From an optimization exercise on the open Yosys and OpenROAD flow, aimed at small area; shortcuts taken in it are not production practice.
In this exercise RTL edits were held to simulation tests only and were not proved equivalent to the original.

Setup of old:
Design Cordic, start of the top module:
module Cordic(input clk, input signed [15:0] Xin, input signed [15:0] Yin, input [15:0] angle,
              output reg signed [15:0] Xout, output reg signed [15:0] Yout);
export LEC_CHECK = 0
export CAP_MARGIN = 20
export CORE_MARGIN = 2
export CORE_UTILIZATION = 70
export CTS_BUF_LIST = sky130_fd_sc_hd__clkbuf_16
export CTS_CLUSTER_DIAMETER = 70
export CTS_CLUSTER_SIZE = 32
export PLACE_DENSITY = 0.75
export SLEW_MARGIN = 20
export SYNTH_HIERARCHICAL = 1
create_clock -name core_clock -period 7.0 [get_ports {clk}]
standard.sh (not shown) runs the stock make flow with config.mk's settings and CLKGATE_MAP_FILE= SYNTH_SCRIPT=/design/flow/synth_recipe.tcl, a recipe that flattens the netlist after the stock synthesis.
==> flow/flow/run.sh <==
#!/bin/bash
# The standard layout (standard synthesis included), except that the port
# buffers use the smallest buffer cell and clock tree synthesis adds no dummy
# loads. ORFS keeps each step's log under orfs/logs/; the make output goes to
# standard.log.
set -euo pipefail
export BUFFER_PORTS_ARGS="-buffer_cell sky130_fd_sc_hd__buf_1"
export CTS_ARGS="-sink_clustering_enable -repair_clock_nets -dont_use_dummy_load -buf_list sky130_fd_sc_hd__clkbuf_16 -sink_clustering_size 32 -sink_clustering_max_diameter 70"
bash standard.sh > standard.log 2>&1
> inputs changed (old -> new)
- a deleted PLACE_DENSITY that had been 0.75
- a change of CORE_UTILIZATION from 70 to 60
- a change of CTS_CLUSTER_SIZE from 32 to 24
- a change of CTS_CLUSTER_DIAMETER from 70 to 60
==> flow/run.sh (new file) <==
#!/bin/bash
# synth_recipe.tcl (not shown) runs the flow's synth.tcl, then flattens the netlist and writes it again
# the make line also repeats each setting of config.mk as NAME=value (left out here)
make -C /OpenROAD-flow-scripts/flow DESIGN_CONFIG=/design/flow/config.mk WORK_HOME=/design/flow/orfs CLKGATE_MAP_FILE= SYNTH_SCRIPT=/design/flow/synth_recipe.tcl finish
removed: flow/flow/run.sh
removed: flow/standard.sh
[summary]
The arrival time of the worst setup path in new sits 0.03 ns below the value recorded for old. Setup slack: new less than old. old → new: clock network area share saw an increase, part of the cycle the worst path needs saw little to no change.

Cordic again, from the RTL that the note above started with.
Design Cordic, start of the top module:
module Cordic(input clk, input signed [15:0] Xin, input signed [15:0] Yin, input [15:0] angle,
              output reg signed [15:0] Xout, output reg signed [15:0] Yout);
export LEC_CHECK = 0
export CAP_MARGIN = 20
export CORE_MARGIN = 2
export CORE_UTILIZATION = 70
export CTS_BUF_LIST = sky130_fd_sc_hd__clkbuf_16
export CTS_CLUSTER_DIAMETER = 70
export CTS_CLUSTER_SIZE = 32
export PLACE_DENSITY = 0.75
export SLEW_MARGIN = 20
export SYNTH_HIERARCHICAL = 1
create_clock -name core_clock -period 7.0 [get_ports {clk}]
==> flow/flow/run.sh <==
#!/bin/bash
# The standard layout (standard synthesis included), except that the port
# buffers use the smallest buffer cell. ORFS keeps each step's log under
# orfs/logs/; the make output goes to standard.log.
set -euo pipefail
export BUFFER_PORTS_ARGS="-buffer_cell sky130_fd_sc_hd__buf_1"
bash standard.sh > standard.log 2>&1
Edit:
==> flow/run.sh (new file) <==
#!/bin/bash
# synth_recipe.tcl (not shown) runs the flow's synth.tcl, then flattens the netlist and writes it again
# the make line also repeats each setting of config.mk as NAME=value (left out here)
make -C /OpenROAD-flow-scripts/flow DESIGN_CONFIG=/design/flow/config.mk WORK_HOME=/design/flow/orfs CLKGATE_MAP_FILE= SYNTH_SCRIPT=/design/flow/synth_recipe.tcl finish
removed: flow/flow/run.sh
removed: flow/standard.sh
- sequential share of layout area goes down by 0.65 points
- design area climbs by 1.9%
- die area stays the same
- fmax came out higher by 0.61%
- wire length stays flat
- worst hold slack is better by 5.4 ps
- count of clock-buffer cells in the layout falls by 4
- via count is about the same

Another version of the RTL of Cordic (not shown whole).
For scale: ~1400 cells after synthesis, ~390 flip-flops, roughly 81 I/O pins, roughly 21000 um^2 of cells after synthesis.
// Cordic
module Cordic(input clk, input signed [15:0] Xin, input signed [15:0] Yin, input [15:0] angle,
              output reg signed [15:0] Xout, output reg signed [15:0] Yout);
export LEC_CHECK = 0
export CAP_MARGIN = 0
export CORE_MARGIN = 2
export CORE_UTILIZATION = 70
export GPL_TIMING_DRIVEN = 0
export PLACE_DENSITY = 0.75
export SLEW_MARGIN = 0
export SYNTH_HIERARCHICAL = 1
create_clock -name core_clock -period 7.0 [get_ports {clk}]
==> flow/flow/run.sh <==
#!/bin/bash
# The standard layout (standard synthesis included), except that the port
# buffers use the smallest buffer cell and clock tree synthesis adds no dummy
# loads. ORFS keeps each step's log under orfs/logs/; the make output goes to
# standard.log.
set -euo pipefail
export BUFFER_PORTS_ARGS="-buffer_cell sky130_fd_sc_hd__buf_1"
export CTS_ARGS="-sink_clustering_enable -repair_clock_nets -dont_use_dummy_load -buf_list sky130_fd_sc_hd__clkbuf_8 -sink_clustering_size 18 -sink_clustering_max_diameter 80"
bash standard.sh > standard.log 2>&1
Next try:
--- a/flow/config.mk
+++ b/flow/config.mk
@@ -6,9 +6,8 @@
 export NUM_CORES = 4
 export LEC_CHECK = 0
-export CAP_MARGIN = 0
+export CAP_MARGIN = 5
 export CORE_MARGIN = 2
 export CORE_UTILIZATION = 70
-export GPL_TIMING_DRIVEN = 0
 export PLACE_DENSITY = 0.75
-export SLEW_MARGIN = 0
+export SLEW_MARGIN = 5
 export SYNTH_HIERARCHICAL = 1
What happened: Wire length drops by 3.2%. Design area drops by 0.43%.
Next try:
--- a/flow/flow/run.sh
+++ b/flow/flow/run.sh
@@ -6,4 +6,4 @@
 set -euo pipefail
 export BUFFER_PORTS_ARGS="-buffer_cell sky130_fd_sc_hd__buf_1"
-export CTS_ARGS="-sink_clustering_enable -repair_clock_nets -dont_use_dummy_load -buf_list sky130_fd_sc_hd__clkbuf_8 -sink_clustering_size 18 -sink_clustering_max_diameter 80"
+export CTS_ARGS="-sink_clustering_enable -repair_clock_nets -dont_use_dummy_load -buf_list sky130_fd_sc_hd__clkbuf_8 -sink_clustering_size 20 -sink_clustering_max_diameter 90"
 bash standard.sh > standard.log 2>&1
--- a/flow/config.mk
+++ b/flow/config.mk
@@ -6,8 +6,8 @@
 export NUM_CORES = 4
 export LEC_CHECK = 0
-export CAP_MARGIN = 5
+export CAP_MARGIN = 0
 export CORE_MARGIN = 2
 export CORE_UTILIZATION = 70
 export PLACE_DENSITY = 0.75
-export SLEW_MARGIN = 5
+export SLEW_MARGIN = 0
 export SYNTH_HIERARCHICAL = 1
What happened: The changed run passed the timing, DRC and antenna checks; setup slack gains 0.013 ns; maximum frequency hardly moves; synthesized area stays the same; hold slack got worse by 0.014 ns; global-route usage hardly moves; utilization drops by 0.14 points; non-clock buffer count does not change; sequential cell count is unchanged; via count stays flat.
Next try:
--- a/flow/flow/run.sh
+++ b/flow/flow/run.sh
@@ -6,4 +6,4 @@
 set -euo pipefail
 export BUFFER_PORTS_ARGS="-buffer_cell sky130_fd_sc_hd__buf_1"
-export CTS_ARGS="-sink_clustering_enable -repair_clock_nets -dont_use_dummy_load -buf_list sky130_fd_sc_hd__clkbuf_8 -sink_clustering_size 20 -sink_clustering_max_diameter 90"
+export CTS_ARGS="-sink_clustering_enable -repair_clock_nets -dont_use_dummy_load -buf_list sky130_fd_sc_hd__clkbuf_8 -sink_clustering_size 18 -sink_clustering_max_diameter 80"
 bash standard.sh > standard.log 2>&1
Effect: The changed run completed without violations. Die area does not change. Area after synthesis does not change. Final area is about the same. Wire length grows by 0.33%. Critical path depth stays the same. Fmax is about the same. Via count is about the same. Sequential cell count is unchanged. Final cell count hardly moves. Register-to-register slack stays flat.

-- separate check: timing with driven ports --
No port has a modelled driver above. Below, the same layouts with a new extraction and two added sets of constraints.
Step 1 sets driving cells, clkbuf_16 on the clock port and buf_2 on the other inputs (assumed; they add their load-dependent delay and slew).
Step 2, shift: input delay + t, output delay - t, t = (earliest + latest rising clock arrival at the registers) / 2. This alone moves slack from input paths to output paths.
Three values: no drivers, after step 1, after step 2; two values: the first two.
run	t, ns	setup slack, ns	hold slack, ns	cell pins on the clock port's net
old	0.603	0.177 / 0.177 / 0.177	0.325 / 0.325 / 0.325	1
new	0.594	0.167 / 0.167 / 0.167	0.326 / 0.326 / 0.326	1
the first run of note 2	0.635	0.139 / 0.139 / 0.139	0.326 / 0.326 / 0.326	1
the second run of note 2	0.609	0.180 / 0.180 / 0.180	0.332 / 0.332 / 0.332	1
the first run of note 3	0.627	0.201 / 0.201 / 0.201	0.329 / 0.329 / 0.329	1
the second run of note 3	0.607	0.243 / 0.243 / 0.243	0.330 / 0.330 / 0.330	1
the third run of note 3	0.595	0.256 / 0.256 / 0.256	0.317 / 0.317 / 0.317	1
the fourth run of note 3	0.607	0.243 / 0.243 / 0.243	0.330 / 0.330 / 0.330	1
After both steps setup and hold are still met in every run listed.
